This design comes from an exercise in tuning for small area, a short achievable clock period and few clock cycles on the open sky130 flow, not from production work. In this exercise RTL edits were held to simulation tests only and were not proved equivalent to the original. Power figures rest on the tool's default switching activity, not on a simulated workload.

== run A ==
## betterNeighborsInMyCluster
module betterNeighborsInMyCluster(clock, nrst, start, address, wr_en, data_in, MY_CLUSTER_ID, mybest, besthop, bestvalue, bestneighborID, nextsinks, data_out, done);
Size in the first run: ~1300 cells after synthesis.
export LEC_CHECK = 0
export CAP_MARGIN = 20
export CORE_MARGIN = 2
export CORE_UTILIZATION = 40
export SLEW_MARGIN = 20
create_clock -name core_clock -period 11.0 [get_ports {clock}]
standard.sh (not shown) runs the stock make flow with config.mk's settings and CLKGATE_MAP_FILE= SYNTH_SCRIPT=/design/flow/synth_recipe.tcl, a recipe that flattens the netlist after the stock synthesis.
==> flow/flow/run.sh <==
#!/bin/bash
# The standard layout; timing repair aims at a tighter setup margin and the port buffers
# are plain buffers. The make output goes to flow_make.log, each ORFS step to its own log under orfs/logs.
set -o pipefail
bash standard.sh SETUP_SLACK_MARGIN=7.5 "BUFFER_PORTS_ARGS=-buffer_cell sky130_fd_sc_hd__buf_2" "CTS_BUF_LIST=sky130_fd_sc_hd__clkbuf_4 sky130_fd_sc_hd__clkbuf_8" finish 2>&1 | tee flow_make.log
Per the final summary, run A finished and its layout is clean on timing, DRC and antenna.
Testbench counts of run A, summed over its fixed seeds: cycles 49,321.
Edits applied to the flow inputs when going from run A to run B:
-- flow/flow/run.sh --
<<< run A, line 5
bash standard.sh SETUP_SLACK_MARGIN=7.5 "BUFFER_PORTS_ARGS=-buffer_cell sky130_fd_sc_hd__buf_2" "CTS_BUF_LIST=sky130_fd_sc_hd__clkbuf_4 sky130_fd_sc_hd__clkbuf_8" finish 2>&1 | tee flow_make.log
>>> run B, line 5
bash standard.sh SETUP_SLACK_MARGIN=7.5 "BUFFER_PORTS_ARGS=-buffer_cell sky130_fd_sc_hd__buf_2" "CTS_BUF_LIST=sky130_fd_sc_hd__clkbuf_4 sky130_fd_sc_hd__clkbuf_8" CTS_CLUSTER_SIZE=16 CTS_CLUSTER_DIAMETER=60 CORE_UTILIZATION=60 PLACE_DENSITY=0.75 finish 2>&1 | tee flow_make.log
==> notes.md <==
- Setup slack: run B more than run A
- Looking at met1 routed wirelength after detailed routing, run B sits about 12% lower than run A does.
- Delta(die boundary width, run B - run A) < 0
- Run B vs run A: post-cts resize count down by a few percent
- Comparing run B and run A, the higher switching share of power is on run B.
- Measured against each other, run B and run A differ in fraction of power consumed by combinational cells, the higher figure coming from run B.
- On run B: cell count is 10% lower than what run A gave.
- Against run A, run B comes in about 7% lower on post-detailed-routing wire length.
- Critical path capture point = p[2]: run A; critical path capture point = p[1]: run B
- Count of buffers added by post-CTS timing repair for setup (run B vs. run A) decreases by more than 10%
Relative to run B, the following input files were edited for run C:
==> flow/flow/run.sh <==
#!/bin/bash
# The standard layout; timing repair aims at a tighter setup margin and the port buffers
# are plain buffers. The make output goes to flow_make.log, each ORFS step to its own log under orfs/logs.
set -o pipefail
bash standard.sh SETUP_SLACK_MARGIN=7.5 "BUFFER_PORTS_ARGS=-buffer_cell sky130_fd_sc_hd__buf_2" "CTS_BUF_LIST=sky130_fd_sc_hd__clkbuf_4 sky130_fd_sc_hd__clkbuf_8" ABC_AREA=1 finish 2>&1 | tee flow_make.log
--- outcome ---
- The start point of the critical path comes out data_in[1] in one run and data_in[0] in the other, namely in run B and run C respectively.
- In run C the number of standard-cell rows in the floorplan turned out about 24% higher than in run B.
- Summary — total area of multi-input combinational cells, run C relative to run B: lower, by 300 um2.
- Summary — minimum period implied by the final worst setup slack, run C relative to run B: lower, by 0.14 ns.
- Run C against run B: worst max-slew margin expressed relative to the limit +7.1 points; clock network fraction of total power has increased.
- Per the comparison of run C with run B, number of multi-input combinational cells in the layout rose 17%; final core utilization fell 21 points; arithmetic-cell share of the synthesized area counting full adders, half adders and majority gates fell 0.58 points.
- [compare] base=run B new=run C: sequential share of layout area lost 2.5 points, number of well-tap cells placed went up by 168, overall routing resource usage fell 7.3 points.

---

betterNeighborsInMyCluster again, from the RTL that the note above started with.
==> flow/design.v (excerpt) <==
module betterNeighborsInMyCluster(clock, nrst, start, address, wr_en, data_in, MY_CLUSTER_ID, mybest, besthop, bestvalue, bestneighborID, nextsinks, data_out, done);
Settings: LEC_CHECK=0, CAP_MARGIN=20, CORE_MARGIN=2, CORE_UTILIZATION=40, SLEW_MARGIN=20; clock period 11.0 ns.
==> flow/flow/run.sh <==
#!/bin/bash
# The standard layout; timing repair aims at a tighter setup margin and the port buffers
# are plain buffers. The make output goes to flow_make.log, each ORFS step to its own log under orfs/logs.
set -o pipefail
bash standard.sh SETUP_SLACK_MARGIN=7.0 "BUFFER_PORTS_ARGS=-buffer_cell sky130_fd_sc_hd__buf_2" "CTS_BUF_LIST=sky130_fd_sc_hd__clkbuf_4 sky130_fd_sc_hd__clkbuf_8" finish 2>&1 | tee flow_make.log
Testbench counts at the start, summed over its fixed seeds: cycles 49,321.
==> next run, changes <==
==> flow/flow/run.sh (replaced) <==
#!/bin/bash
# The standard layout; timing repair aims at a tighter setup margin and the port buffers
# are plain buffers. The make output goes to flow_make.log, each ORFS step to its own log under orfs/logs.
set -o pipefail
bash standard.sh SETUP_SLACK_MARGIN=7.5 "BUFFER_PORTS_ARGS=-buffer_cell sky130_fd_sc_hd__buf_2" "CTS_BUF_LIST=sky130_fd_sc_hd__clkbuf_4 sky130_fd_sc_hd__clkbuf_8" CTS_CLUSTER_SIZE=16 CTS_CLUSTER_DIAMETER=60 CORE_UTILIZATION=70 PLACE_DENSITY=0.85 finish 2>&1 | tee flow_make.log
=>
- power went up by about 3%
- die area shrinks by about 40%
- setup slack got worse by 0.37 ns
- clock power came out lower by about 33%
- cell count decreases by 11%
- maximum frequency went down by 8.3%
- design area is about the same
- wire length came out higher by 7.8%
- clock skew hardly moves
==> next run, changes <==
==> flow/flow/run.sh (replaced) <==
#!/bin/bash
# The standard layout; timing repair aims at a tighter setup margin and the port buffers
# are plain buffers. The make output goes to flow_make.log, each ORFS step to its own log under orfs/logs.
set -o pipefail
bash standard.sh SETUP_SLACK_MARGIN=7.5 "BUFFER_PORTS_ARGS=-buffer_cell sky130_fd_sc_hd__buf_2" "CTS_BUF_LIST=sky130_fd_sc_hd__clkbuf_4 sky130_fd_sc_hd__clkbuf_8" CTS_CLUSTER_SIZE=16 CTS_CLUSTER_DIAMETER=60 CORE_UTILIZATION=50 PLACE_DENSITY=0.70 finish 2>&1 | tee flow_make.log
The new run produced a clean layout; design area falls by 0.54%; total power falls by 9.1%; utilization falls by 24 points; maximum frequency rises by 13%; count of clock-buffer cells in the layout rises by 1; first-iteration DRC count falls by 29%; non-clock buffer count falls by 13.

-- afterwards: timing with drivers on the ports --
The flow's constraints put no driver on any port. The routed layouts listed below were extracted and timed again, unchanged, in two steps. Step 1, drivers: a clkbuf_16 drives clock and a buf_2 each remaining input, both assumed. Step 2, shift: input delay + t, output delay - t, t = (earliest + latest rising clock arrival at the registers) / 2. This alone moves slack from input paths to output paths. a / b / c = ideal / step 1 / step 2; a / b = the first two.
run | t, ns | setup slack, ns | worst setup path at the end | worst register clock-pin slew, ns | pins driven straight from the clock port
run A | 0.593 | 7.058 / 7.037 / 6.444 | input to register | 0.07 / 0.07 | 1
run B | 0.577 | 7.075 / 7.054 / 6.477 | input to register | 0.11 / 0.11 | 1
run C | 0.597 | 7.216 / 7.201 / 6.604 | input to register | 0.06 / 0.06 | 1
the first run of note 2 | 0.584 | 6.901 / 6.912 / 6.328 | input to register | 0.06 / 0.06 | 1
the second run of note 2 | 0.570 | 6.528 / 6.528 / 6.358 | input to register | 0.11 / 0.11 | 1
the third run of note 2 | 0.576 | 7.044 / 7.029 / 6.453 | input to register | 0.11 / 0.11 | 1
After both steps setup and hold are still met in every run listed. For run A, which loses most, drivers alone change the setup slack by -0.021 ns; drivers and shift together by -0.614 ns.
